Context: an optimization exercise on an open-source flow, tuned for small area and a short achievable clock period. The choices shown serve that exercise and are no tape-out recipe.
Function was checked by simulation only, so behaviour that the tests miss may differ from the original.
Power figures rest on the tool's default switching activity, not on a simulated workload.

==> flow/design.v (outline; a module is shown in full before it is edited, if it fits) <==
// module processor: 111 lines
// module rf_rdbit: 19 lines
// module rf_rdbit_m: 17 lines
// module k_o31ai: 1 lines
// module k_nor4: 1 lines
// module k_inv: 1 lines
// module k_nand2: 1 lines
// module k_nor2: 1 lines
// module k_nand3: 1 lines
// module k_or3: 1 lines
// module k_nand4: 1 lines
// module k_xor2: 1 lines
// module k_xnor2: 1 lines
// module k_a21oi: 1 lines
// module k_o21ai: 1 lines
// module k_a22o: 1 lines
// module k_a222oi: 3 lines
// module add_agu: 694 lines
// module add_as: 344 lines
// module add_pc: 216 lines
module processor( input         clk, reset,
                  output [31:0] PC,
                  input  [31:0] instruction,
                  output        WE,
                  output [31:0] address_to_mem,
                  output [31:0] data_to_mem,
                  input  [31:0] data_from_mem
                );
  // ...
==> flow/run.sh <==
#!/bin/bash
# synth_recipe.tcl (not shown) runs the flow's synth.tcl, then flattens the netlist and writes it again
# the make line also repeats each setting of config.mk as NAME=value (left out here)
make -C /OpenROAD-flow-scripts/flow DESIGN_CONFIG=/design/flow/config.mk WORK_HOME=/design/flow/orfs CLKGATE_MAP_FILE= SYNTH_SCRIPT=/design/flow/synth_recipe.tcl finish
==> flow/config.mk <==
export PLATFORM = sky130hd
export DESIGN_NAME = processor
export DESIGN_NICKNAME = processor
export VERILOG_FILES = /design/flow/design.v
export SDC_FILE = /design/flow/constraint.sdc
export NUM_CORES = 4
export LEC_CHECK = 0
export CAP_MARGIN = 20
export CORE_MARGIN = 2
export CORE_UTILIZATION = 40
export CTS_BUF_LIST = sky130_fd_sc_hd__clkbuf_8
export SETUP_SLACK_MARGIN = 3.5
export SLEW_MARGIN = 20
export SYNTH_HIERARCHICAL = 1
export TNS_END_PERCENT = 10
==> flow/constraint.sdc <==
create_clock -name core_clock -period 11.0 [get_ports {clk}]
set_input_delay 2.2000 -clock core_clock [delete_from_list [all_inputs] [get_ports {clk}]]
set_output_delay 2.2000 -clock core_clock [all_outputs]
set_load 0.01 [all_outputs]
==> flow_summary.ini, run 1 <==
[global_route]
global_route.usage.met3_pct = 12.9
vias_in_the_first_global_route = 50501

[clock_tree]
clk_root_buffer_cell = sky130_fd_sc_hd__clkbuf_8
clockBufferDepth = 3

[job]
drv_cap = 0

[pwr]
powerComb_mw = 4.42
share_comb_of_total_power_pct = 34.0
max-vdd-ir-drop_mv = 0.139
power_leader = sequential cells

[finish]
most-common-layout-cells = sky130_fd_sc_hd__dfxtp_1, sky130_fd_sc_hd__a22o_1, sky130_fd_sc_hd__a222oi_1
finish.net_count = 5650
fraction_of_final_layout_cells_sized_beyond_drive_strength_1_pct = 24.7
number_of_standard_cells_in_the_final_layout_excluding_fillers = 7282
nFlopsAndLatches = 1024
multi_input_comb_area_mm2 = 0.0307
clkbuf_count = 223

[placement]
io_buffer_count = 160

[floorplanning]
dieHeight_um = 355
n_tap_cell = 1625

[worst_setup_path]
timing.reg2reg.worst_path_depth = 19
setup.reg_to_reg.worst_slack_ns = 5.00
crit_end = data_to_mem[11]

[synth]
post_synth_mux_area_share_pct = 2.18
complex_gate_fraction_of_the_synthesized_area_pct = 39.5
netlist_top_cells_count = sky130_fd_sc_hd__dfxtp_1, sky130_fd_sc_hd__a22o_1, sky130_fd_sc_hd__a222oi_1, sky130_fd_sc_hd__nand2_1, sky130_fd_sc_hd__nor2_1

[routing]
met2RoutedLength_um = 113000
num_vias = 54739
wl_met1_um = 101000

[status]
run_status = no timing/DRC/antenna violations
==> module processor, before the edit <==
module processor( input         clk, reset,
                  output [31:0] PC,
                  input  [31:0] instruction,
                  output        WE,
                  output [31:0] address_to_mem,
                  output [31:0] data_to_mem,
                  input  [31:0] data_from_mem
                );
    wire [6:0] op = instruction[6:0];
    wire [2:0] f3 = instruction[14:12];
    wire [4:0] a1 = instruction[19:15];
    wire [4:0] a2 = instruction[24:20];
    wire [4:0] a3 = instruction[11:7];
    wire is_store = ~op[6] &  op[5] & ~op[4];
    wire is_lui   = ~op[6] &  op[4] &  op[2];
    wire is_rtype = ~op[6] &  op[5] &  op[4] & ~op[2];
    wire is_flog  = ~op[6] & ~op[4] &  op[3];
    wire is_load  = ~op[6] & ~op[5] & ~op[4] & ~op[3];
    wire is_br    =  op[6] & ~op[2];
    wire is_jal   =  op[6] &  op[2] &  op[3];
    wire is_jalr  =  op[6] &  op[2] & ~op[3];
    wire reg_write = ~is_store & ~is_br;
    wire [31:0] imm_i = {{20{instruction[31]}}, instruction[31:20]};
    wire [31:0] imm_s = {{20{instruction[31]}}, instruction[31:25], instruction[11:7]};
    wire [31:0] imm_u = {instruction[31:12], 12'b0};
    wire [31:0] imm_b = {{20{instruction[31]}}, instruction[7], instruction[30:25], instruction[11:8], 1'b0};
    wire [31:0] imm_j = {{12{instruction[31]}}, instruction[19:12], instruction[20], instruction[30:21], 1'b0};
    reg  [31:0] rf [1:31];
    wire [31:0] wd;
    wire [31:0] rs1, rs2;
    wire [2:0]  rs1_m [0:31];
    wire [31:0] wd_r = wd & {32{~reset}};
    wire [31:0] sel1, sel2, en, en_n;
    genvar gi, gb;
    generate
        for (gi = 0; gi < 32; gi = gi + 1) begin : dec
            assign sel1[gi] = (a1 == gi);
            assign sel2[gi] = (a2 == gi);
            assign en[gi]   = reset | (reg_write & (a3 == gi));
            assign en_n[gi] = ~en[gi];
        end
        for (gi = 1; gi < 32; gi = gi + 1) begin : wr
            wire [31:0] d;
            for (gb = 0; gb < 32; gb = gb + 1) begin : b
                k_a22o m (.a1(rf[gi][gb]), .a2(en_n[gi]), .b1(wd_r[gb]), .b2(en[gi]), .y(d[gb]));
            end
            always @(posedge clk) rf[gi] <= d;
        end
        for (gb = 0; gb < 32; gb = gb + 1) begin : rd
            wire [31:1] q;
            for (gi = 1; gi < 32; gi = gi + 1) begin : c
                assign q[gi] = rf[gi][gb];
            end
            rf_rdbit_m r1 (.q(q), .sel(sel1[31:1]), .m(rs1_m[gb]));
            k_or3 o1 (rs1_m[gb][0], rs1_m[gb][1], rs1_m[gb][2], rs1[gb]);
            rf_rdbit r2 (.q(q), .sel(sel2[31:1]), .y(rs2[gb]));
        end
    endgenerate
    wire [31:0] imm_a = is_store ? imm_s : (is_lui ? imm_u : imm_i);
    wire [31:0] agu;
    wire [31:0] rs1_m0, rs1_m1, rs1_m2;
    generate
        for (gb = 0; gb < 32; gb = gb + 1) begin : rm
            assign rs1_m0[gb] = rs1_m[gb][0];
            assign rs1_m1[gb] = rs1_m[gb][1];
            assign rs1_m2[gb] = rs1_m[gb][2];
        end
    endgenerate
    add_agu u_agu (.m0(rs1_m0), .m1(rs1_m1), .m2(rs1_m2), .a(rs1), .b(imm_a), .s(agu));
    assign address_to_mem = agu;
    assign data_to_mem = rs2;
    reg  [7:0] armed_key;
    always @(posedge clk) if (reset) armed_key <= 8'hA5;
    assign WE = is_store & (armed_key == 8'hA5);
    wire        sub = is_br | instruction[30];
    wire [31:0] bx = rs2 ^ {32{sub}};
    wire [31:0] as_p = rs1 ^ bx;
    wire [31:0] as_g = rs1 & bx;
    wire [31:0] as_g0 = {as_g[31:1], as_g[0] | (as_p[0] & sub)};
    wire [31:0] addsub;
    add_as u_as (.g(as_g0), .p(as_p), .c0(sub), .s(addsub));
    wire        eq = &as_p;           
    wire        lt = addsub[31];
    wire [31:0] andv = rs1 & rs2;
    wire [31:0] srlv = (|rs2[31:5]) ? 32'b0 : (rs1 >> rs2[4:0]);
    wire [8:0]  fl = {1'b0, rs1[30:23]} - 9'd127;
    wire [31:0] flog = {{23{fl[8]}}, fl};
    reg  [31:0] pc_q;
    assign PC = pc_q;
    wire [31:0] pc4 = pc_q + 32'd4;
    wire [31:0] immbj = op[2] ? imm_j : imm_b;
    wire [31:0] pcimm;
    add_pc u_pc (.g(pc_q & immbj), .p(pc_q ^ immbj), .c0(1'b0), .s(pcimm));
    wire taken = is_br & (f3[2] ? lt : eq);
    wire [31:0] pc_next = is_jalr ? agu : ((is_jal | taken) ? pcimm : pc4);
    always @(posedge clk) pc_q <= reset ? 32'b0 : pc_next;
    reg [31:0] wdr;
    always @(*) begin
        if (is_rtype)
            wdr = f3[2] ? (f3[1] ? andv : srlv) : addsub;
        else if (is_load)
            wdr = data_from_mem;
        else if (is_flog)
            wdr = flog;
        else if (op[6])
            wdr = pc4;
        else
            wdr = agu;
    end
    assign wd = wdr;
endmodule
==> run 2, diff against run 1 <==
--- a/flow/design.v
+++ b/flow/design.v
@@ -34,11 +34,13 @@
     genvar gi, gb;
     generate
         for (gi = 0; gi < 32; gi = gi + 1) begin : dec
-            assign sel1[gi] = (a1 == gi);
-            assign sel2[gi] = (a2 == gi);
             assign en[gi]   = reset | (reg_write & (a3 == gi));
             assign en_n[gi] = ~en[gi];
         end
+        for (gi = 0; gi < 1; gi = gi + 1) begin : rdec
+            rf_dec5 d1 (.a(a1), .sel(sel1));
+            rf_dec5 d2 (.a(a2), .sel(sel2));
+        end
         for (gi = 1; gi < 32; gi = gi + 1) begin : wr
             wire [31:0] d;
             for (gb = 0; gb < 32; gb = gb + 1) begin : b
@@ -145,6 +147,26 @@
     k_nand4  h1 (n[4], n[5], n[6], n[7], m[1]);
     k_nand3  h2 (n[8], n[9], n[10], m[2]);
 endmodule
+module rf_dec5 (input [4:0] a, output [31:0] sel);
+    wire [4:0] an;
+    wire [3:0] lo_n;
+    wire [7:0] hi_n;
+    genvar i;
+    generate
+        for (i = 0; i < 5; i = i + 1) begin : inv
+            k_inv u (a[i], an[i]);
+        end
+        for (i = 0; i < 4; i = i + 1) begin : lo
+            k_nand2 u ((i % 2) ? a[0] : an[0], ((i / 2) % 2) ? a[1] : an[1], lo_n[i]);
+        end
+        for (i = 0; i < 8; i = i + 1) begin : hi
+            k_nand3 u ((i % 2) ? a[2] : an[2], ((i / 2) % 2) ? a[3] : an[3], ((i / 4) % 2) ? a[4] : an[4], hi_n[i]);
+        end
+        for (i = 0; i < 32; i = i + 1) begin : s
+            k_nor2 u (lo_n[i % 4], hi_n[i / 4], sel[i]);
+        end
+    endgenerate
+endmodule
 module k_o31ai (input a1, a2, a3, b1, output y); assign y = ~((a1 | a2 | a3) & b1); endmodule
 module k_nor4 (input a, b, c, d, output y);  assign y = ~(a | b | c | d);         endmodule
 module k_inv (input a, output y);            assign y = ~a;                       endmodule
==> flow/flow/run.sh (new file) <==
#!/bin/bash
# Standard ORFS layout (the standard.sh, unchanged synthesis), with two
# implementation choices passed to ORFS on make's command line:
#  - CTS without dummy balancing loads, clock buffers clkbuf_8;
#  - port buffers (one per input and output port) of type buf_2.
# Each tool's full output stays in orfs/logs; make's output goes to standard.log.
set -euo pipefail
bash standard.sh \
  "CTS_ARGS=-sink_clustering_enable -repair_clock_nets -dont_use_dummy_load -buf_list sky130_fd_sc_hd__clkbuf_8" \
  "BUFFER_PORTS_ARGS=-inputs -outputs -buffer_cell sky130_fd_sc_hd__buf_2" \
  finish > standard.log 2>&1
==> flow/standard.sh (new file) <==
#!/bin/bash
# synth_recipe.tcl (not shown) runs the flow's synth.tcl, then flattens the netlist and writes it again
# the make line also repeats each setting of config.mk as NAME=value (left out here)
make -C /OpenROAD-flow-scripts/flow DESIGN_CONFIG=/design/flow/config.mk WORK_HOME=/design/flow/orfs CLKGATE_MAP_FILE= SYNTH_SCRIPT=/design/flow/synth_recipe.tcl "${@:-finish}"
--- a/flow/config.mk
+++ b/flow/config.mk
@@ -8,7 +8,6 @@
 export CAP_MARGIN = 20
 export CORE_MARGIN = 2
 export CORE_UTILIZATION = 40
-export CTS_BUF_LIST = sky130_fd_sc_hd__clkbuf_8
 export SETUP_SLACK_MARGIN = 3.5
 export SLEW_MARGIN = 20
 export SYNTH_HIERARCHICAL = 1
removed: flow/run.sh
==> run 2 against run 1 <==
Still clean on timing, DRC and antenna. Total power fell by 7.0%. Final cell count fell by 2.9%. Clock power fell by 22%. Critical path depth rose by 7. Register-to-register slack improved by 0.51 ns. Via count fell by 1.9%. Design area fell by 5.8%. Critical endpoint is now address_to_mem[25]. Largest cell class unchanged. Highest routed layer unchanged.
==> flow_summary.ini, run 2 <==
[global_route]
grt_usage_pct = 39.4
vias_in_the_first_global_route = 49085
grt_first_pass_wirelength_um = 364000
grt_antenna_before_repair = 20
overflow = 0
grt_max_degree = 56

[finish]
fraction_of_final_layout_cells_sized_beyond_drive_strength_1_pct = 22.7
largest_registers = rf: 992 flops, pc_q: 32 flops
largest_register_ffs = 992
finish.utilization_pct = 48.7
final_common_cell = sky130_fd_sc_hd__dfxtp_1
register_containing_the_most_flip_flops_in_the_final_layout = rf
finish.net_count = 5562
most-common-layout-cells = sky130_fd_sc_hd__dfxtp_1, sky130_fd_sc_hd__a22o_1, sky130_fd_sc_hd__a222oi_1
number_of_standard_cells_in_the_final_layout_excluding_fillers = 7074
flow.area_growth_from_synthesis_pct = 21.3

[placement]
gp_routability_congestion = 1.00
count_of_placed_standard_cells_including_taps = 6692
io_buffer_count = 160
dp.final_hpwl_um = 164000

[pwr]
power_density_mw_per_mm2 = 201
totalPowerFinal_mw = 12.1
max-vdd-ir-drop_mv = 0.133
power_leakage_nw = 23.0

[routing]
detail_route.iter0.violations = 12358
wire_per_inst_um = 37.3
via_per_inst = 7.59
finalWirelength_um = 264000
num_vias = 53676
route.detailed.drc = 0
detail-route-antenna-nets = 0
detail_route.first_pass.iterations = 13

[timing]
final.hold.worst_slack_ns = 0.509
setup_viol_count_final = 0
worst_slew_pin_slew_ns = 1.04
period_needed_ns = 8.01
finalSetupTns_ns = 0
slew_violations = 0
maxSlewHeadroom_pct = 30.3
finalClockSkew_ns = 0.112
unrepaired_setup_endpoints_after_global_routing = yes
max_freq_mhz = 125
final_min_period_over_clock_period_pct = 72.9
hold_violation_total_from_the_final_report = 0

[floorplanning]
start_util_pct = 40.2
rows = 129
die_area_mm2 = 0.127
design.portCount = 163
dieHeight_um = 356
die_w_um = 356
core-area_mm2 = 0.123

[job]
drv_cap = 0

[worst_setup_path]
worstPathMaxFanout = 32
cp_data_required_time_ns = 8.80
crit_type = in -> out
worst_setup_path_start_kind = input port
timing.critical_path.to_type = output pin
cp_data_arrival_time_ns = 5.81

[synth]
synthesis.yosys.warnings = 9
mappedNetlistArea_mm2 = 0.0496
synthCells = 4819
syn_area_per_cell_um2 = 10.3

[worst_hold_path]
min_path_type = reg -> reg

[clock_tree]
cts.sink_count = 1024
htreeDepth = 4
cts_made_buffers = 169
clk_root_buffer_cell = sky130_fd_sc_hd__clkbuf_8
insertion_delay_ns = 0.93
cts_tree = done
clockBufferDepth = 3
clkTransAtPathRegs_ns = 0.05

[status]
run_status = no timing/DRC/antenna violations
-- run 2: final cells by class --
type	count	area (um^2)
inverters	101	395
well taps	1637	2050
flip-flops and latches	1024	20500
diodes	7	17.5
multi-input cells	3611	30700
repair buffers	525	4160
fillers	11431	63200
clock buffers	169	2330
-- run 2: worst paths after layout --
path | from | end | slack [ns] | cells past startpoint
worst max-delay path | instruction[19] | address_to_mem[25] | 2.99 | 18
worst min-delay path | rf[31][15] | rf[31][15] | 0.51 | 1
worst max register to register | rf[7][1] | rf[13][21] | 5.51 | 12
worst min register to register | rf[31][15] | rf[31][15] | 0.51 | 1
-- run 2: per-stage QoR --
stage          cell area, um^2  setup slack (ns)
3_5_place_dp             54100              1.80
6_report                 60100              2.99
3_3_place_gp             54100              1.72
5_1_grt                  60100              3.08
2_1_floorplan            50000              3.25
4_1_cts                  59600              3.36
-- run 2: critical path: stages --
cell	delay [ns]
sky130_fd_sc_hd__buf_16	0.12
sky130_fd_sc_hd__clkinvlp_4	0.20
sky130_fd_sc_hd__nand3_4	0.15
sky130_fd_sc_hd__buf_4	0.13
sky130_fd_sc_hd__nor2_4	0.03
sky130_fd_sc_hd__buf_6	0.21
sky130_fd_sc_hd__a222oi_1	0.65
sky130_fd_sc_hd__nand4_1	0.21
sky130_fd_sc_hd__buf_6	0.21
sky130_fd_sc_hd__nor4_4	0.24
sky130_fd_sc_hd__buf_4	0.20
sky130_fd_sc_hd__o21ai_4	0.08
sky130_fd_sc_hd__a21oi_2	0.22
sky130_fd_sc_hd__o21ai_2	0.11
sky130_fd_sc_hd__a21oi_2	0.14
sky130_fd_sc_hd__o21ai_2	0.11
sky130_fd_sc_hd__xnor2_2	0.31
sky130_fd_sc_hd__buf_2	0.20
-- run 2: power breakdown --
part	switching (mW)	internal, mW	leakage, nW
clock	1.47	1.35	1.22
sequential	0.575	4.39	8.48
combinational	2.67	1.63	13.3
-- run 2: per-layer routing --
layer | vias up | global-route usage (%) | share of wire (%)
met2 | 4525 | 56.9 | 41
met5 | - | 0 | 0.053
met3 | 897 | 14.4 | 15
met1 | 26303 | 49.9 | 37
met4 | 22 | 23.3 | 6.9
li1 | 21929 | - | -
-- run 2: timing repair --
item                                    4_1_cts  5_1_grt
hold buffers                                  0        0
endpoints found under the setup margin      326      878
buffers inserted                            166       23
pin swaps                                   176       41
gates resized for setup                     308       50
gates cloned                                 16        1
==> run 3, diff against run 2 <==
--- a/flow/flow/run.sh
+++ b/flow/flow/run.sh
@@ -1,5 +1,5 @@
 #!/bin/bash
-# Standard ORFS layout (the standard.sh, unchanged synthesis), with two
+# Standard ORFS layout (the standard.sh, unchanged synthesis), with these
 # implementation choices passed to ORFS on make's command line:
 #  - CTS without dummy balancing loads, clock buffers clkbuf_8;
 #  - port buffers (one per input and output port) of type buf_2.
--- a/flow/config.mk
+++ b/flow/config.mk
@@ -5,10 +5,11 @@
 export SDC_FILE = /design/flow/constraint.sdc
 export NUM_CORES = 4
 export LEC_CHECK = 0
-export CAP_MARGIN = 20
+export CAP_MARGIN = 10
 export CORE_MARGIN = 2
 export CORE_UTILIZATION = 40
+export PLACE_DENSITY = 0.65
 export SETUP_SLACK_MARGIN = 3.5
-export SLEW_MARGIN = 20
+export SLEW_MARGIN = 10
 export SYNTH_HIERARCHICAL = 1
 export TNS_END_PERCENT = 10
==> run 3 against run 2 <==
Area after synthesis stayed put. Non-clock buffer count is 21 lower. Via count is 0.53% higher. Sequential share of layout area is 0.21 points higher. Hold slack better by 0.0033 ns. Final cell count is 0.47% lower. First-iteration DRC count is 1.9% higher. Count of clock-buffer cells in the layout is 5 lower. Combinational power hardly changed. Sequential power hardly changed. Highest routed layer unchanged.
==> flow_summary.ini, run 3 <==
[routing]
wire_per_inst_um = 37.5
detail-route-antenna-nets = 0
detail_route.iter0.violations = 12597
finalWirelength_um = 264000
detail_route.first_pass.iterations = 16
route.detailed.drc = 0
num_vias = 53960
via_per_inst = 7.66

[pwr]
totalPowerFinal_mw = 12.0
p_int_mw = 7.31
max-vdd-ir-drop_mv = 0.140
power_density_mw_per_mm2 = 201
net-switching-power_mw = 4.67
seqPwrFrac_pct = 41.4
p_clk_share_pct = 22.9
net_switching_share_of_the_total_power_pct = 39.0
power_leakage_nw = 22.9
share_comb_of_total_power_pct = 35.7

[floorplanning]
dieHeight_um = 356
start_util_pct = 40.2
design.portCount = 163
die_w_um = 356
core-area_mm2 = 0.123
die_area_mm2 = 0.127
rows = 129

[synth]
synthesis.yosys.warnings = 9
synthCells = 4819
syn_area_per_cell_um2 = 10.3
mappedNetlistArea_mm2 = 0.0496

[finish]
largest_registers = rf: 992 flops, pc_q: 32 flops
flow.area_growth_from_synthesis_pct = 20.5
register_containing_the_most_flip_flops_in_the_final_layout = rf
finish.net_count = 5524
most-common-layout-cells = sky130_fd_sc_hd__dfxtp_1, sky130_fd_sc_hd__a22o_1, sky130_fd_sc_hd__a222oi_1
fraction_of_final_layout_cells_sized_beyond_drive_strength_1_pct = 22.0
largest_register_ffs = 992
final_common_cell = sky130_fd_sc_hd__dfxtp_1
number_of_standard_cells_in_the_final_layout_excluding_fillers = 7041
finish.utilization_pct = 48.4
post-route-cell-area_mm2 = 0.0597

[timing]
hold_violation_total_from_the_final_report = 0
final_min_period_over_clock_period_pct = 71.3
finalSetupTns_ns = 0
final.setup.worst_slack_ns = 3.16
worst_slew_pin_slew_ns = 1.30
unrepaired_setup_endpoints_after_global_routing = yes
maxSlewHeadroom_pct = 13.0
max_freq_mhz = 127
setup_viol_count_final = 0
final.hold.worst_slack_ns = 0.512
period_needed_ns = 7.84
slew_violations = 0
finalClockSkew_ns = 0.0980

[clock_tree]
insertion_delay_ns = 0.93
clockBufferDepth = 3
cts_tree = done
cts.sink_count = 1024
post_cts_hold_buffer_count = 0
cts_made_buffers = 164
htreeDepth = 4
clk_root_buffer_cell = sky130_fd_sc_hd__clkbuf_8
clkTransAtPathRegs_ns = 0.05

[worst_setup_path]
crit_type = in -> out
setup.reg_to_reg.worst_slack_ns = 5.37
cp_data_required_time_ns = 8.80
worst_setup_path_start_kind = input port
cp_data_arrival_time_ns = 5.64
timing.critical_path.to_type = output pin
worstPathMaxFanout = 8

[global_route]
globalRoute.busiestLayer = met2
grt_first_pass_wirelength_um = 364000
grt_antenna_before_repair = 21
grt_max_degree = 57
grt_usage_pct = 39.2
groute.layer.met1.usage_pct = 48.6
vias_in_the_first_global_route = 49486
met2_usage_pct = 55.9
global_route.usage.met3_pct = 14.5
overflow = 0

[placement]
gp_routability_congestion = 1.03
dp.final_hpwl_um = 165000
count_of_placed_standard_cells_including_taps = 6701
io_buffer_count = 160
cell_area_after_placement_mm2 = 0.0541
place_worst_setup_slack_ns = 1.85

[job]
drv_cap = 0

[status]
run_status = no timing/DRC/antenna violations

[worst_hold_path]
min_path_type = reg -> reg
==> run 3: power groups by stage <==
| stage | Clock (mW) | Sequential, mW | Combinational (mW) |
|---|---|---|---|
| 6_report | 2.75 | 4.96 | 4.28 |
| 3_3_place_gp | 0 | 4.96 | 3.66 |
| 5_1_grt | 2.89 | 5.03 | 4.39 |
| 4_1_cts | 2.74 | 4.92 | 4.05 |
| 3_5_place_dp | 0 | 4.99 | 3.69 |
| 2_1_floorplan | 0 | 4.86 | 2.36 |
==> run 3: routing by layer <==
layer	up-vias	wire [um]
li1	21863	-
met5	-	36
met1	26249	94100
met3	1053	40400
met2	4789	107000
met4	6	22100
==> run 3: area by class of cell <==
class,count,area (um^2)
fillers,11475,63600
multi-input cells,3599,30300
flip-flops and latches,1024,20500
repair buffers,504,4210
clock buffers,164,2260
well taps,1637,2050
inverters,101,388
diodes,12,30.0
==> run 3: worst paths after layout <==
path,start,end,cells after the start
worst max-delay path,instruction[17],address_to_mem[28],19
worst min-delay path,rf[31][10],rf[31][10],1
worst max register to register,rf[7][11],pc_q[17],17
worst min register to register,rf[31][10],rf[31][10],1
==> run 3: worst max-delay path, stage by stage <==
cell and delay (ns):
sky130_fd_sc_hd__buf_12 0.11, sky130_fd_sc_hd__clkinvlp_4 0.16, sky130_fd_sc_hd__buf_6 0.16, sky130_fd_sc_hd__nand3_4 0.11
sky130_fd_sc_hd__nor2_4 0.11, sky130_fd_sc_hd__buf_12 0.17, sky130_fd_sc_hd__a222oi_1 0.47, sky130_fd_sc_hd__nand4_1 0.19
sky130_fd_sc_hd__buf_6 0.20, sky130_fd_sc_hd__nor4_4 0.39, sky130_fd_sc_hd__o21ai_4 0.13, sky130_fd_sc_hd__a21oi_4 0.24
sky130_fd_sc_hd__buf_6 0.14, sky130_fd_sc_hd__inv_1 0.05, sky130_fd_sc_hd__a21oi_2 0.17, sky130_fd_sc_hd__o21ai_1 0.14
sky130_fd_sc_hd__xnor2_2 0.15, sky130_fd_sc_hd__buf_4 0.17, sky130_fd_sc_hd__buf_2 0.14
==> run 3: repair_timing <==
| item | CTS | global route |
|---|---|---|
| setup endpoints to repair | 365 | 834 |
| pin swaps | 195 | 16 |
| resized for setup | 319 | 28 |
| gates cloned | 15 | 1 |
| setup buffers | 143 | 3 |
==> run 4, diff against run 3 <==
--- a/flow/config.mk
+++ b/flow/config.mk
@@ -7,8 +7,8 @@
 export LEC_CHECK = 0
 export CAP_MARGIN = 10
 export CORE_MARGIN = 2
-export CORE_UTILIZATION = 40
-export PLACE_DENSITY = 0.65
+export CORE_UTILIZATION = 42
+export PLACE_DENSITY = 0.68
 export SETUP_SLACK_MARGIN = 3.5
 export SLEW_MARGIN = 10
 export SYNTH_HIERARCHICAL = 1
==> run 4 against run 3 <==
The layout now fails its checks (max-capacitance violations, max-slew violations). Utilization rose by 2.6 points. Worst setup slack got worse by 0.080 ns. Largest cell class unchanged. Die area fell by 4.7%. Maximum frequency fell by 1.0%. Critical path type unchanged. Critical path depth fell by 8. Design area rose by 0.57%. Non-clock buffer count rose by 37.
==> flow_summary.ini, run 4 <==
[routing]
via_per_inst = 7.86
num_vias = 54951
finalWirelength_um = 263000
wire_per_inst_um = 37.6
route.detailed.drc = 0
detail_route.iter0.violations = 13717
detail-route-antenna-nets = 0
detail_route.first_pass.iterations = 17

[pwr]
net_switching_share_of_the_total_power_pct = 39.1
share_comb_of_total_power_pct = 35.9
totalPowerFinal_mw = 12.1
max-vdd-ir-drop_mv = 0.140
p_int_mw = 7.37
power_leakage_nw = 23.2
net-switching-power_mw = 4.72
power_density_mw_per_mm2 = 201
p_clk_share_pct = 23.0
seqPwrFrac_pct = 41.1

[finish]
register_containing_the_most_flip_flops_in_the_final_layout = rf
fraction_of_final_layout_cells_sized_beyond_drive_strength_1_pct = 22.8
largest_registers = rf: 992 flops, pc_q: 32 flops
flow.area_growth_from_synthesis_pct = 21.2
finish.net_count = 5576
largest_register_ffs = 992
final_common_cell = sky130_fd_sc_hd__dfxtp_1
most-common-layout-cells = sky130_fd_sc_hd__dfxtp_1, sky130_fd_sc_hd__a22o_1, sky130_fd_sc_hd__a222oi_1
fillCellCount = 10635

[worst_setup_path]
cp_data_arrival_time_ns = 5.72
timing.critical_path.to_type = output pin
worstPathMaxFanout = 32
crit_type = in -> out
timing.reg2reg.worst_path_depth = 16
worst_setup_path_start_kind = input port
cp_data_required_time_ns = 8.80

[timing]
unrepaired_setup_endpoints_after_global_routing = yes
final_min_period_over_clock_period_pct = 72.0
max_freq_mhz = 126
period_needed_ns = 7.92
maxSlewHeadroom_pct = -6.72
hold_violation_total_from_the_final_report = 0
setup_viol_count_final = 0
finalSetupTns_ns = 0
final.hold.worst_slack_ns = 0.510
slew_violations = 6
worst_slew_pin_slew_ns = 1.59
finalClockSkew_ns = 0.103

[status]
run_status = finished with violations
failed_checks = max-capacitance violations, max-slew violations

[worst_hold_path]
min_delay_path_depth = 1
min_path_type = reg -> reg

[clock_tree]
cts_tree = done
cts.sink_count = 1024
htreeDepth = 4
clk_root_buffer_cell = sky130_fd_sc_hd__clkbuf_8
insertion_delay_ns = 0.90
cts_made_buffers = 167
clockBufferDepth = 3
clkTransAtPathRegs_ns = 0.05

[global_route]
grt_first_pass_wirelength_um = 364000
vias_in_the_first_global_route = 50084
grt_usage_pct = 41.0
overflow = 0
grt_antenna_before_repair = 22
grt_max_degree = 64

[placement]
dp.final_hpwl_um = 159000
io_buffer_count = 160
gp_routability_congestion = 1.03

[floorplanning]
design.portCount = 163
rows = 126
start_util_pct = 42.1
die_area_mm2 = 0.121
die_w_um = 348
core-area_mm2 = 0.118
dieHeight_um = 348

[synth]
synthCells = 4819
mappedNetlistArea_mm2 = 0.0496
syn_area_per_cell_um2 = 10.3
synthesis.yosys.warnings = 9

[job]
drv_cap = 2
## run 4: path summary, 6_finish.rpt
check / slack, ns / endpoint / startpoint
setup / recovery: 3.08 / address_to_mem[31] / instruction[18]
hold / removal: 0.51 / rf[5][25] / rf[5][25]
setup reg to reg: 5.32 / rf[9][9] / rf[1][3]
hold reg to reg: 0.51 / rf[5][25] / rf[5][25]
## run 4: layout make-up
cell class	count	area (um^2)	share of cell area [%]
Inverter	101	399	0.664
Multi-Input combinational cell	3611	30400	50.6
Sequential cell	1024	20500	34.1
Antenna cell	15	37.5	0.0625
Tap cell	1536	1920	3.20
Clock buffer	167	2300	3.83
Timing Repair Buffer	541	4500	7.49
## run 4: what timing repair did
item,4_1_cts,5_1_grt
setup endpoints to repair,430,950
hold buffers,0,0
resized for setup,276,72
pin swaps,175,41
gates cloned,20,2
setup buffers,166,34
endpoints found under the hold margin,0,0
## run 4: layer usage
| layer | up-vias | track usage [%] | share of wire, % |
|---|---|---|---|
| met5 | - | 0.840 | 0.13 |
| met4 | 20 | 30.7 | 9.0 |
| met3 | 1181 | 17.5 | 17 |
| met2 | 5251 | 56.8 | 39 |
| met1 | 26535 | 50.0 | 35 |
| li1 | 21964 | - | - |
## run 4: critical path, cell delays in order
cell and delay (ns):
sky130_fd_sc_hd__buf_4 0.23, sky130_fd_sc_hd__inv_2 0.14, sky130_fd_sc_hd__nand3_1 0.18, sky130_fd_sc_hd__nor2_2 0.07
sky130_fd_sc_hd__buf_4 0.29, sky130_fd_sc_hd__a222oi_1 0.41, sky130_fd_sc_hd__nand4_1 0.55, sky130_fd_sc_hd__or3_1 0.88
sky130_fd_sc_hd__xnor2_1 0.39, sky130_fd_sc_hd__xnor2_2 0.19, sky130_fd_sc_hd__buf_2 0.18
## run 4: power groups by stage
stage | logic (mW) | clock network, mW | registers [mW]
6_report | 4.34 | 2.78 | 4.97
5_1_grt | 4.44 | 2.90 | 5.03
4_1_cts | 4.06 | 2.74 | 4.92
3_5_place_dp | 3.67 | 0 | 4.99
3_3_place_gp | 3.63 | 0 | 4.96
2_1_floorplan | 2.36 | 0 | 4.86
## run 4: metrics by stage
stage / std cells / cell area, um^2 / utilization, % / setup WS [ns]
global route: 6986 / 60000 / 51.1 / 3.14
CTS: 6943 / 59400 / 50.5 / 3.30
detailed placement: 6590 / 53900 / 45.8 / 1.85
floorplan: 4821 / 50000 / - / 3.25
global placement: 6590 / 53900 / 45.8 / 1.86
finish: 6995 / 60100 / 51.1 / 3.08

[port drivers added, routing unchanged]
The flow's constraints put no driver on any port. The routed layouts listed below were extracted and timed again, unchanged, in two steps. Step 1: set_driving_cell puts a clkbuf_16 on clk and a buf_2 on each other input, an assumption about the parent block. Step 2 adds t to the input delays and takes it off the output delays; t is the mean of the earliest and latest rising clock arrival at the registers after step 1. Input paths then give back, and output paths get back, about the clock's delay inside the block. Slacks: ideal / step 1 / step 2; pairs: ideal / step 1.
run | shift t [ns] | setup slack, ns | worst hold slack (ns) | worst setup path after step 2 | worst data-port slew with drivers (ns)
run 1 | 0.994 | 3.040 / 2.970 / 2.104 | 0.509 / 0.509 / 0.509 | input to register | 0.18
run 2 | 0.944 | 2.986 / 2.896 / 2.415 | 0.509 / 0.509 / 0.509 | input to register | 0.21
run 3 | 0.953 | 3.156 / 3.008 / 2.206 | 0.512 / 0.512 / 0.512 | input to register | 0.17
run 4 | 0.917 | 3.076 / 2.978 / 2.191 | 0.510 / 0.510 / 0.510 | input to register | 0.19
For run 3, which loses most, drivers alone change the setup slack by -0.148 ns; drivers and shift together by -0.950 ns.
